What follows belongs to an exercise in optimizing a design on an open flow for small area and a short achievable clock period; a production flow would make more cautious choices.
At most, simulation tests tie the RTL to the original design; equivalence was not proved.
Power figures rest on the tool's default switching activity, not on a simulated workload.

==> xenon <==
Design framer_o, start of the top module:
module framer_o(
    input mclk,  
    input wclk,
    input [23:0] chan1,
    input [23:0] chan2,
    input [23:0] chan3,
    input [23:0] chan4,
    input [23:0] chan5,
    input [23:0] chan6,
    input [23:0] chan7,
    input [23:0] chan8,
    input [3:0] user,
    output reg adat
);
reg [6:0] G;
reg [2:0] r;
reg plr;
reg [5:0] pn;
wire [5:0] pnd;
wire fs = wclk & ~plr;
wire [191:0] data = {chan8, chan7, chan6, chan5, chan4, chan3, chan2, chan1};
wire [31:0] a;    
wire [5:0]  b;    
adat_dec dec (.G(G), .r(r), .a(a), .b(b));
wire y0_0;
adat_aoi222 u0_0 (.a0(data[0]), .s0(a[0]), .a1(data[1]), .s1(a[1]), .a2(data[2]), .s2(a[2]), .y(y0_0));
wire y0_1;
adat_aoi222 u0_1 (.a0(data[3]), .s0(a[3]), .a1(data[4]), .s1(a[4]), .a2(data[5]), .s2(a[5]), .y(y0_1));
wire y0_2;
adat_aoi222 u0_2 (.a0(data[6]), .s0(a[6]), .a1(data[7]), .s1(a[7]), .a2(data[8]), .s2(a[8]), .y(y0_2));
wire y0_3;
adat_aoi222 u0_3 (.a0(data[9]), .s0(a[9]), .a1(data[10]), .s1(a[10]), .a2(data[11]), .s2(a[11]), .y(y0_3));
wire y0_4;
adat_aoi222 u0_4 (.a0(data[12]), .s0(a[12]), .a1(data[13]), .s1(a[13]), .a2(data[14]), .s2(a[14]), .y(y0_4));
wire y0_5;
adat_aoi222 u0_5 (.a0(data[15]), .s0(a[15]), .a1(data[16]), .s1(a[16]), .a2(data[17]), .s2(a[17]), .y(y0_5));
wire y0_6;
adat_aoi222 u0_6 (.a0(data[18]), .s0(a[18]), .a1(data[19]), .s1(a[19]), .a2(data[20]), .s2(a[20]), .y(y0_6));
wire y0_7;
adat_aoi222 u0_7 (.a0(data[21]), .s0(a[21]), .a1(data[22]), .s1(a[22]), .a2(data[23]), .s2(a[23]), .y(y0_7));
wire y0_8;
  ...
clock: 6.0 ns
lec_check: 0
cap_margin: 20
core_margin: 2
core_utilization: 40
place_density: 0.6
setup_slack_margin: 3.8
slew_margin: 20
synth_hierarchical: 1
standard.sh (not shown) runs the stock make flow with config.mk's settings and CLKGATE_MAP_FILE= SYNTH_SCRIPT=/design/flow/synth_recipe.tcl, a recipe that flattens the netlist after the stock synthesis.
==> flow/flow/run.sh <==
#!/bin/bash
# The standard layout, with plain buf_1 cells as the port buffers
set -euo pipefail
bash standard.sh "BUFFER_PORTS_ARGS=-buffer_cell sky130_fd_sc_hd__buf_1" finish > standard_flow.log 2>&1
==> quartz: changes against xenon <==
--- a/flow/design.v
+++ b/flow/design.v
@@ -193,23 +193,30 @@
 adat_nand4 n5_0 (.a({y5_0, y5_1, y5_2, y5_3}), .y(o5_0));
 wire o5_1;
 adat_nand4 n5_1 (.a({y5_4, y5_5, y5_6, y5_7}), .y(o5_1));
 wire o5_2;
 adat_nand3 n5_2 (.a({y5_8, y5_9, y5_10}), .y(o5_2));
 adat_oai31 f5 (.a({o5_0, o5_1, o5_2}), .b(b[5]), .y(pnd[5]));
-wire cb;
-adat_const cst (.G(G), .r(r), .user(user), .y(cb));
+wire [3:0] us;
+wire k;
+adat_const cst (.G(G), .r(r), .us(us), .k(k));
+wire yu, yk, p1, p2, cur;
+adat_aoi222 c_u (.a0(user[0]), .s0(us[0]), .a1(user[1]), .s1(us[1]), .a2(user[2]), .s2(us[2]), .y(yu));
+adat_aoi21 c_k (.a0(user[3]), .s0(us[3]), .b(k), .y(yk));
+adat_and4 c_p1 (.a(pn[3:0]), .y(p1));
+adat_and3 c_p2 (.a({yk, pn[5:4]}), .y(p2));
+adat_nand3 c_b (.a({yu, p1, p2}), .y(cur));
 wire [6:0] Gn;
 wire [2:0] rn;
 adat_next nx (.G(G), .r(r), .fs(fs), .Gn(Gn), .rn(rn));
 always @(posedge mclk) begin
     plr <= wclk;
     pn <= pnd;
     G <= Gn;
     r <= rn;
-    adat <= adat ^ (cb | ~&pn);
+    adat <= adat ^ cur;
 end
 endmodule
 module adat_dec (
     input [6:0] G,
     input [2:0] r,
     output [31:0] a,
@@ -250,25 +257,36 @@
 module adat_nor2 (input a, b, output y);
 assign y = ~(a | b);
 endmodule
 module adat_const (
     input [6:0] G,
     input [2:0] r,
-    input [3:0] user,
-    output y
+    output [3:0] us,
+    output k
 );
 wire r0 = ~r[2] & ~r[0];
 wire r1 = r[0] & ~r[1];
 wire r2 = r[1] & ~r[2];
 wire r3 = r[2] & r[0];
 wire r4 = r[2] & ~r[0];
 wire g50 = (G == 7'd50);
 wire g51 = (G == 7'd51);
-assign y = (r1 & (G <= 7'd48)) | (r2 & g50) | (r3 & g50 & user[0]) |
-           (r4 & g50 & user[1]) | (r0 & g51 & user[2]) |
-           (user[3] & ((G >= 7'd52) | (g51 & ~r0) | ((G == 7'd0) & r0)));
+assign k = (r1 & (G <= 7'd48)) | (r2 & g50);
+assign us[0] = r3 & g50;
+assign us[1] = r4 & g50;
+assign us[2] = r0 & g51;
+assign us[3] = (G >= 7'd52) | (g51 & ~r0) | ((G == 7'd0) & r0);
+endmodule
+module adat_aoi21 (input a0, s0, b, output y);
+assign y = ~((a0 & s0) | b);
+endmodule
+module adat_and4 (input [3:0] a, output y);
+assign y = &a;
+endmodule
+module adat_and3 (input [2:0] a, output y);
+assign y = &a;
 endmodule
 module adat_next (
     input [6:0] G,
     input [2:0] r,
     input fs,
     output [6:0] Gn,
SETUP_SLACK_MARGIN = 4.1   (was 3.8)
==> lagoon: changes against xenon <==
--- a/flow/design.v
+++ b/flow/design.v
@@ -193,23 +193,30 @@
 adat_nand4 n5_0 (.a({y5_0, y5_1, y5_2, y5_3}), .y(o5_0));
 wire o5_1;
 adat_nand4 n5_1 (.a({y5_4, y5_5, y5_6, y5_7}), .y(o5_1));
 wire o5_2;
 adat_nand3 n5_2 (.a({y5_8, y5_9, y5_10}), .y(o5_2));
 adat_oai31 f5 (.a({o5_0, o5_1, o5_2}), .b(b[5]), .y(pnd[5]));
-wire cb;
-adat_const cst (.G(G), .r(r), .user(user), .y(cb));
+wire [3:0] us;
+wire k;
+adat_const cst (.G(G), .r(r), .us(us), .k(k));
+wire yu, yk, p1, p2, cur;
+adat_aoi222 c_u (.a0(user[0]), .s0(us[0]), .a1(user[1]), .s1(us[1]), .a2(user[2]), .s2(us[2]), .y(yu));
+adat_aoi21 c_k (.a0(user[3]), .s0(us[3]), .b(k), .y(yk));
+adat_and4 c_p1 (.a(pn[3:0]), .y(p1));
+adat_and3 c_p2 (.a({yk, pn[5:4]}), .y(p2));
+adat_nand3 c_b (.a({yu, p1, p2}), .y(cur));
 wire [6:0] Gn;
 wire [2:0] rn;
 adat_next nx (.G(G), .r(r), .fs(fs), .Gn(Gn), .rn(rn));
 always @(posedge mclk) begin
     plr <= wclk;
     pn <= pnd;
     G <= Gn;
     r <= rn;
-    adat <= adat ^ (cb | ~&pn);
+    adat <= adat ^ cur;
 end
 endmodule
 module adat_dec (
     input [6:0] G,
     input [2:0] r,
     output [31:0] a,
@@ -250,25 +257,36 @@
 module adat_nor2 (input a, b, output y);
 assign y = ~(a | b);
 endmodule
 module adat_const (
     input [6:0] G,
     input [2:0] r,
-    input [3:0] user,
-    output y
+    output [3:0] us,
+    output k
 );
 wire r0 = ~r[2] & ~r[0];
 wire r1 = r[0] & ~r[1];
 wire r2 = r[1] & ~r[2];
 wire r3 = r[2] & r[0];
 wire r4 = r[2] & ~r[0];
 wire g50 = (G == 7'd50);
 wire g51 = (G == 7'd51);
-assign y = (r1 & (G <= 7'd48)) | (r2 & g50) | (r3 & g50 & user[0]) |
-           (r4 & g50 & user[1]) | (r0 & g51 & user[2]) |
-           (user[3] & ((G >= 7'd52) | (g51 & ~r0) | ((G == 7'd0) & r0)));
+assign k = (r1 & (G <= 7'd48)) | (r2 & g50);
+assign us[0] = r3 & g50;
+assign us[1] = r4 & g50;
+assign us[2] = r0 & g51;
+assign us[3] = (G >= 7'd52) | (g51 & ~r0) | ((G == 7'd0) & r0);
+endmodule
+module adat_aoi21 (input a0, s0, b, output y);
+assign y = ~((a0 & s0) | b);
+endmodule
+module adat_and4 (input [3:0] a, output y);
+assign y = &a;
+endmodule
+module adat_and3 (input [2:0] a, output y);
+assign y = &a;
 endmodule
 module adat_next (
     input [6:0] G,
     input [2:0] r,
     input fs,
     output [6:0] Gn,
CORE_UTILIZATION = 48   (was 40)
PLACE_DENSITY = 0.7   (was 0.6)
SETUP_SLACK_MARGIN = 4.2   (was 3.8)
==> flow_summary.ini <==
[run_status]
status = timing/DRC/antenna clean

[worst_setup_path]
crit_family = compound AO/OA/AOI/OAI gates
endpoint = pn[3]
ff2ff_setup_slack_ns = 4.02
r2r_cells = 6
path_cells = buf_1 -> a222oi_1 -> nand4_1 -> o31ai_2
cp-startpoint = chan5[15]

[cells_and_area]
seq_share_pct = 13.7

[die]
core_area_mm2 = 0.00366
die_y_um = 65.9

[power_and_ir_drop]
sequentialPowerShare_pct = 34.6
finalPower_uw = 442
p_int_uw = 280
pwr-share-comb_pct = 42.9
powerClk_uw = 99.1

[synth]
syn_inst = 220

[global_routing]
grtUsageTotal_pct = 38.9
[end of results for lagoon]
==> flow_summary.ini <==
[power_and_ir_drop]
clkPwrFrac_pct = 22.8
powerClk_uw = 97.6
p_int_uw = 268
pwr-share-comb_pct = 41.4

[worst_setup_path]
path_cells = buf_1 -> mux2_1 -> mux2i_1 -> nand2_1 -> a221o_1 -> and4b_1 -> nand4_1 -> xor2_1
r2r_cells = 5
cp-startpoint = user[0]
endpoint = adat
slowest_delay_ns = 0.33

[die]
core_area_mm2 = 0.00435

[synth]
syn_inst = 214

[global_routing]
grtUsageTotal_pct = 32.4

[run_status]
status = timing/DRC/antenna clean

[cells_and_area]
seq_share_pct = 13.5
[end of results for xenon]
==> flow_summary.ini <==
[worst_setup_path]
path_depth = 4
path_cells = buf_1 -> a222oi_1 -> nand4_1 -> o31ai_2
endpoint = pn[5]
r2r_cells = 6

[power_and_ir_drop]
leakagePower_uw = 0.000845
pwr-share-comb_pct = 42.9
clkPwrFrac_pct = 22.5
sequentialPowerShare_pct = 34.6
p_int_uw = 282
finalPower_uw = 447
powerClk_uw = 100

[run_status]
status = timing/DRC/antenna clean

[synth]
synth_compound_area_share_pct = 45.3

[cts]
root_buffer = clkbuf_8

[cells_and_area]
seq_share_pct = 13.5
multi_input_comb_cells = 193

[die]
core_area_mm2 = 0.00438
die_y_um = 71.8

[placed_design]
place_congestion = 0.936

[sta]
max_freq_ghz = 0.490
[end of results for quartz]
The RTL of xenon was laid out without a check of its function.

[port drivers added, routing unchanged]
Ports are ideal in the flow. The routed layouts listed here were re-timed in OpenROAD.
Step 1 (the two cells are an assumption about what drives the block):
set clk [get_ports {mclk}]
set_driving_cell -lib_cell sky130_fd_sc_hd__clkbuf_16 $clk
set_driving_cell -lib_cell sky130_fd_sc_hd__buf_2 [delete_from_list [all_inputs] $clk]
Step 2 times the ports against the registers' clock, not the clock port: input delays grow and output delays shrink by t, the midpoint of the rising clock arrivals with the driver on.
Slacks: ideal ports / drivers / drivers and shift; pairs: ideal ports / drivers.
| run | t, ns | setup slack, ns | latest minus earliest clock arrival (ns) | worst data-port slew with drivers (ns) |
|---|---|---|---|---|
| xenon | 0.278 | 3.568 / 3.575 / 3.297 | 0.005 / 0.005 | 0.04 |
| quartz | 0.280 | 3.961 / 3.963 / 3.683 | 0.002 / 0.003 | 0.05 |
| lagoon | 0.279 | 3.957 / 3.956 / 3.678 | 0.001 / 0.001 | 0.06 |
After both steps setup and hold are still met in every run listed. For lagoon, which loses most, drivers alone change the setup slack by -0.001 ns; drivers and shift together by -0.279 ns.
